Background: an optimization exercise with open tools, aiming at small area. Do not read the settings as production practice. In this exercise RTL edits were held to simulation tests only and were not proved equivalent to the original. The flow treats the clock pin as an ideal source, which a real chip does not have. Power and IR drop assume default switching activity.

==> inputs of job 3700 <==
## top_microwave
module top_microwave(
    input clk,
    input reset,
    input btnC,
    input btnU,
    input btnR,
    input btnL,
    input btnD,
    output [7:0] seg,
    output [3:0] an,
    output PWM_OUT,
    output [1:0] in1_in2,
    output servo,
    output buzzer,
    output [15:0] led
);
    function [3:0] inc10(input [3:0] d);         
        inc10 = {(d[2] & d[1] & d[0]) | (d[3] & ~d[0]),
                 d[2] ^ (d[1] & d[0]),
                 ~d[3] & (d[1] ^ d[0]),
                 ~d[0]};
    endfunction
    function [3:0] dec10(input [3:0] d);         
        dec10 = {(d[3] & d[0]) | (~d[3] & ~d[2] & ~d[1] & ~d[0]),
                 (d[2] & (d[1] | d[0])) | (d[3] & ~d[0]),
                 (d[1] & d[0]) | (~d[1] & ~d[0] & (d[3] | d[2])),
                 ~d[0]};
    endfunction
    function [3:0] add6(input [3:0] d);          
        add6 = {~d[2] & d[1],
                d[3] | (~d[2] & ~d[1]),
                ~d[3] & ~(d[2] ^ d[1]),
                d[0]};
    endfunction
    function is0(input [3:0] d); is0 = ~(d[3] | d[2] | d[1] | d[0]); endfunction
    function is9(input [3:0] d); is9 = d[3] & d[0]; endfunction
    function ge4(input [3:0] d); ge4 = d[3] | d[2]; endfunction
    reg [3:0] c10;
    reg [1:0] c4;
    reg [2:0] c5;
    reg [5:0] c50;
    wire c10_9 = is9(c10);
    wire c10_0 = is0(c10);
    wire c_init = c5[2] & c5[0];                                         
    wire c20_19 = c4[1] & c4[0] & c5[2] & ~c5[0];                        
  ...
export LEC_CHECK = 0
export CAP_MARGIN = 20
export CORE_MARGIN = 2
export CORE_UTILIZATION = 40
export PLACE_DENSITY = 0.6
export SLEW_MARGIN = 20
create_clock -name core_clock -period 120.0 [get_ports {clk}]
standard.sh (not shown) runs the stock make flow with config.mk's settings and CLKGATE_MAP_FILE= SYNTH_SCRIPT=/design/flow/synth_recipe.tcl, a recipe that flattens the netlist after the stock synthesis.
==> flow/flow/run.sh <==
#!/bin/bash
# Own layout flow: the standard ORFS flow (standard.sh) with
#  - synthesis: the standard script, but no adder-cell mapping and an
#    area-oriented abc script (flow/synth.tcl, flow/area.abc);
#  - port buffers: buf_1 instead of the default choice;
#  - CTS: clkbuf_8 buffers, no dummy loads, then clkbuf_4 wherever the
#    flip-flop clock pins stay well under the slew limit (flow/post_cts.tcl).
# Every tool's output goes to logs under orfs/logs/ (ORFS) and to flow.log here.
set -euo pipefail
here="$(pwd)"
bash standard.sh \
  SYNTH_SCRIPT="$here/flow/synth.tcl" \
  ADDER_MAP_FILE= \
  BUFFER_PORTS_ARGS="-buffer_cell sky130_fd_sc_hd__buf_1" \
  CTS_ARGS="-sink_clustering_enable -repair_clock_nets -buf_list sky130_fd_sc_hd__clkbuf_8 -dont_use_dummy_load" \
  POST_CTS_TCL="$here/flow/post_cts.tcl" \
  finish > "$here/flow.log" 2>&1
Other scripts of this flow, unchanged in this note and not shown: flow/flow/area.abc, flow/flow/post_cts.tcl, flow/flow/synth.tcl
==> job 5819 (differences from job 3700) <==
--- a/flow/design.v
+++ b/flow/design.v
@@ -75,74 +75,67 @@
                 ~d[3] & ~(d[2] ^ d[1]),
                 d[0]};
     endfunction
     function is0(input [3:0] d); is0 = ~(d[3] | d[2] | d[1] | d[0]); endfunction
     function is9(input [3:0] d); is9 = d[3] & d[0]; endfunction
     function ge4(input [3:0] d); ge4 = d[3] | d[2]; endfunction
     reg [3:0] c10;
-    reg [1:0] c4;
-    reg [2:0] c5;
+    reg [4:0] c20;
     reg [5:0] c50;
     wire c10_9 = is9(c10);
     wire c10_0 = is0(c10);
-    wire c_init = c5[2] & c5[0];                                         
-    wire c20_19 = c4[1] & c4[0] & c5[2] & ~c5[0];                        
-    wire c20_18 = c4[1] & ~c4[0] & ~c5[2] & c5[1] & c5[0];               
-    wire c20_0 = ~c4[1] & ~c4[0] & ~c5[2] & ~c5[1] & ~c5[0];             
-    wire c20_1 = ~c4[1] & c4[0] & ~c5[2] & ~c5[1] & c5[0];               
-    wire f0 = c20_19 | c_init;                   
+    wire c20_19 = c20[4] & c20[1] & c20[0];
+    wire c20_18 = c20[4] & c20[1] & ~c20[0];
+    wire f0 = c20_19 | (c20[4] & c20[2]);        
+    wire c20_0 = ~(c20[4] | c20[3] | c20[2] | c20[1] | c20[0]);
+    wire c20_1 = ~(c20[4] | c20[3] | c20[2] | c20[1]) & c20[0];
     wire c50_wrap = c50[5] & c50[4] & c50[1] & c50[0];
     wire c50_25 = c50[4] & c50[3] & c50[1] & c50[0];
     always @(posedge clk, posedge reset) begin
         if (reset) begin
             c10 <= 0;
-            c4 <= 0;
-            c5 <= 3'd5;
+            c20 <= 5'd20;
             c50 <= 0;
         end else begin
             c10 <= c10_9 ? 4'd0 : c10 + 1'b1;
             if (c10_9) begin
-                c5 <= c5[2] ? 3'd0 : c5 + 1'b1;
-                if (!c_init) c4 <= c4 + 1'b1;
+                c20 <= f0 ? 5'd0 : c20 + 1'b1;
                 if (c20_18)
                     c50 <= c50_wrap ? 6'd0 : {c50[4:0], ~(c50[5] ^ c50[0])};
             end
         end
     end
     wire c10_lt5 = ~c10[3] & ~(c10[2] & (c10[1] | c10[0]));
     wire pwm_lt5 = f0 & c10_lt5;                                
     wire pwm_lt25 = f0 | c20_0 | (c20_1 & c10_lt5);             
     wire sec_pulse = c50_25 & c20_19 & c10_0;                   
-    wire [1:0] sel = c4;
+    wire [1:0] sel = c20[1:0];
     wire C_s, C_p, U_s, U_p, R_s, R_p, L_s, L_p, D_s, D_p;
     my_button_debounce #(.PULSE(1)) u_btnC(.i_clk(clk), .i_reset(reset), .i_btn(btnC), .o_btn_stable(C_s), .o_btn_pulse(C_p));
     my_button_debounce #(.PULSE(1)) u_btnU(.i_clk(clk), .i_reset(reset), .i_btn(btnU), .o_btn_stable(U_s), .o_btn_pulse(U_p));
     my_button_debounce #(.PULSE(1)) u_btnR(.i_clk(clk), .i_reset(reset), .i_btn(btnR), .o_btn_stable(R_s), .o_btn_pulse(R_p));
     my_button_debounce #(.PULSE(0)) u_btnL(.i_clk(clk), .i_reset(reset), .i_btn(btnL), .o_btn_stable(L_s), .o_btn_pulse(L_p));
     my_button_debounce #(.PULSE(1)) u_btnD(.i_clk(clk), .i_reset(reset), .i_btn(btnD), .o_btn_stable(D_s), .o_btn_pulse(D_p));
     reg door_toggle;
     reg [3:0] dk;
     reg door_open;
     reg servo_r;
-    wire dk_end = dk[3] & ~dk[1] & ~dk[0];
     always @(posedge clk, posedge reset) begin
         if (reset) begin
             door_toggle <= 0;
-            dk <= 4'b1111;
+            dk <= 0;
             door_open <= 0;
             servo_r <= 0;
         end else begin
             door_toggle <= L_s;
             if (L_s & ~door_toggle)
-                dk <= 4'b0000;
-            else if (dk_end)
-                dk <= 4'b1111;
-            else
-                dk <= {dk[2:0], ~(dk[3] ^ dk[2])};
-            if (dk_end)
+                dk <= 4'd1;
+            else if (~is0(dk))
+                dk <= inc10(dk);
+            if (is9(dk))
                 door_open <= ~door_open;
             servo_r <= door_open ? pwm_lt25 : pwm_lt5;
         end
     end
     assign servo = servo_r;
     reg [2:0] state;
     wire st_idle = ~state[2] & ~state[1] & ~state[0];
@@ -299,36 +292,33 @@
     assign in1_in2 = {1'b0, motor_enable};
     reg [2:0] bf;
     reg b_alarm;
     reg [9:0] bl;
     reg bt;
     reg buzzer_r;
     wire beep = C_p | U_p | R_p | L_s | D_p;
-    wire b_idle = bf[2] & ~bf[1] & bf[0];
+    wire b_idle = bf[2] & bf[1] & bf[0];
     wire bl_btn_end = bl[9] & bl[6] & bl[3] & bl[2];
     wire bl_alarm_end = bl[9] & ~bl[8] & ~bl[7] & bl[6] & bl[4] & ~bl[3] & ~bl[2] & ~bl[1];
-    wire bf_3 = bf[2] & bf[0];                   
-    wire bf_4 = bf[1] & ~bf[0];                  
-    wire bf_5 = bf[2] & ~bf[1];                  
-    wire b_end = b_alarm ? (bl_alarm_end & ~bt & bf_3) : (bl_btn_end & bt & bf_4);
-    wire bf_wrap = b_alarm ? bf_5 : bf_4;
+    wire b_end = b_alarm ? (bl_alarm_end & ~bt & bf[1] & bf[0]) : (bl_btn_end & bt & bf[2] & ~bf[0]);
+    wire bf_wrap = b_alarm ? (bf[2] & bf[0]) : (bf[2] & ~bf[0]);
     always @(posedge clk, posedge reset) begin
         if (reset) begin
-            bf <= 3'b101; b_alarm <= 0; bl <= 0; bt <= 0;
+            bf <= 3'd7; b_alarm <= 0; bl <= 0; bt <= 0;
         end else if (b_idle) begin
             if (beep) begin bf <= 3'd0; b_alarm <= 0; end
             else if (alarm_act) begin bf <= 3'd0; b_alarm <= 1; end
         end else if (b_end) begin
-            bf <= 3'b101; bl <= 0; bt <= 0;
+            bf <= 3'd7; bl <= 0; bt <= 0;
         end else if (bf_wrap) begin
-            bf <= 3'b000;
+            bf <= 0;
             bt <= ~bt;
             if (bt) bl <= {bl[8:0], ~(bl[9] ^ bl[2])};
         end else
-            bf <= {bf[1:0], ~bf[2]};
+            bf <= bf + 1'b1;
     end
     always @(posedge clk, posedge reset) begin
         if (reset) buzzer_r <= 0;
         else buzzer_r <= bt;
     end
     assign buzzer = buzzer_r;
     reg [3:0] digit;
==> job 6210 (differences from job 3700) <==
--- a/flow/design.v
+++ b/flow/design.v
@@ -203,36 +203,32 @@
             pause <= st_run & (C_p | door_open);
             resume <= C_p & st_pause & ~door_open;
             clear <= D_p;
             motor_enable <= st_run;
             idle_anim <= st_idle & set_zero;
         end
     end
-    wire [12:0] X_step = {X[11:0], ~(X[12] ^ X[4] ^ X[1] ^ X[0])};
-    wire X_anim_end = X[12] & ~X[10] & ~X[9] & ~X[8] & ~X[7] & ~X[6] & X[5] & X[4] & ~X[3] & X[2] & ~X[1] & ~X[0];
-    wire X_blink_end = ~X[12] & X[11] & X[9] & X[8] & X[7] & X[5] & X[4] & X[3] & ~X[2] & ~X[1] & X[0];
+    wire [12:0] X_step = {X[11:0], ~(X[12] ^ X[9])};
+    wire X_anim_end = ~X[12] & ~X[11] & X[10] & X[9] & ~X[7] & ~X[6] & ~X[5] & ~X[4] & ~X[3] & ~X[1] & ~X[0];
+    wire X_blink_end = X[11] & X[10] & X[9] & X[8] & X[7] & X[6] & ~X[5] & ~X[3] & ~X[2] & X[1] & ~X[0];
     wire alarm_act = (Y[3] | Y[2] | Y[1] | Y[0]) & ~(Y[3] & (Y[2] | (Y[1] & Y[0])));
     always @(posedge clk, posedge reset) begin
         if (reset) begin
             X <= 0;
             Y <= 0;
         end else if (idle_anim) begin
             if (X_anim_end) begin
                 X <= 0;
                 Y <= Y[3] ? Y + 1'b1 : 4'd11;
             end else
                 X <= X_step;
         end else if (st_done) begin
-            if (Y10)
-                Y <= Y + 1'b1;
-            else if (X_blink_end) begin
-                X <= 0;
-                Y <= Y + 1'b1;
-            end else
-                X <= X_step;
+            if (X_blink_end) X <= 0;
+            else X <= X_step;
+            if (Y10 | X_blink_end) Y <= Y + 1'b1;
         end else begin
             X <= 0;
             Y <= 0;
         end
     end
     wire s_add1 = add10 & set_can10;
     wire s_add6 = ~s_add1 & add60 & set_can60;
==> notes <==
Job 5819 passed the timing, design-rule and antenna checks. Job 6210 completed without violations. Job 3700 finished clean.
In job 5819 the global-route usage is higher than in job 6210, by 0.50 points.
Flip-flop and latch count is the same in job 6210 and job 5819.
The highest synthesized cell count belongs to job 5819, the lowest to job 6210.
Between job 6210 and job 5819, the lower first-iteration DRC count is in job 6210 (gap about 7%, measured against job 5819).
Register-to-register slack: job 6210 < job 3700 < job 5819.
Cell area: job 5819 is higher than job 3700 (about 1.3%).
In job 6210 the clock power is larger than in job 3700, by about 3%.
In clock-buffer cell count, job 5819 and job 6210 do not differ.
Non-clock buffer count is the same in job 3700 and job 6210.
Combinational power: job 3700 < job 6210 < job 5819.
==> figures <==
quantity	job 5819	job 6210	job 3700
Standard cell area after detailed placement	7220 µm²	7100 µm²	7170 µm²
Number of vias after detailed routing	5,851	5,574	5,695
Core footprint	16,700 µm²	16,500 µm²	16,600 µm²
Met1 Track Usage GR	25.4%	24.4%	25.6%
Count of non-filler cells in the finished layout	1,080	1,056	1,067
Worst reg-to-reg path cell count	13	18	16
R2r setup slk	116.22 ns	114.92 ns	115.38 ns
Proportion of total power due to net switching	43.6%	42.6%	41.7%
Number of global-route vias before repair	5,372	5,137	5,507
Final-layout worst hold slack	0.373 ns	0.362 ns	0.372 ns
Wire length per cell	14.6 µm	14.3 µm	14.7 µm
Area used by multi-input combinational logic	2720 µm²	2650 µm²	2730 µm²
Combinational group share of total power	42.2%	39.5%	38.7%
Source-to-sink clock delay at the later pin of the worst-skew pair	0.56 ns	0.54 ns	0.53 ns
Fraction of power consumed by the clock network	14.6%	16.0%	16.0%
Critical Path Max Stage Delay	0.53 ns	0.49 ns	0.47 ns
Cell depth of the worst setup path	20	19	12
Net switching power	70.0 µW	62.0 µW	59.1 µW
Max_slew headroom	42.2%	49.0%	33.9%
CP Max Fanout	9	9	6
Outcome	finished clean	finished clean	finished clean

-- afterwards: timing with drivers on the ports --
The results above use ideal ports. As a check the final layouts listed here were re-extracted and re-timed, cells and wires unchanged. Step 1 (the two cells are an assumption about what drives the block):
set clk [get_ports {clk}]
set_driving_cell -lib_cell sky130_fd_sc_hd__clkbuf_16 $clk
set_driving_cell -lib_cell sky130_fd_sc_hd__buf_2 [delete_from_list [all_inputs] $clk]
Step 2, shift: input delay + t, output delay - t, t = (earliest + latest rising clock arrival at the registers) / 2. This alone moves slack from input paths to output paths. Slacks: no drivers / after step 1 / after step 2; pairs: no drivers / after step 1.
run	t, ns	slack for setup (ns)	worst slew at a driven data input, ns
job 3700	0.556	92.403 / 92.365 / 92.921	0.03
job 5819	0.578	92.121 / 92.083 / 92.660	0.04
job 6210	0.562	92.206 / 92.170 / 92.733	0.03
After both steps every run listed still meets setup and hold.
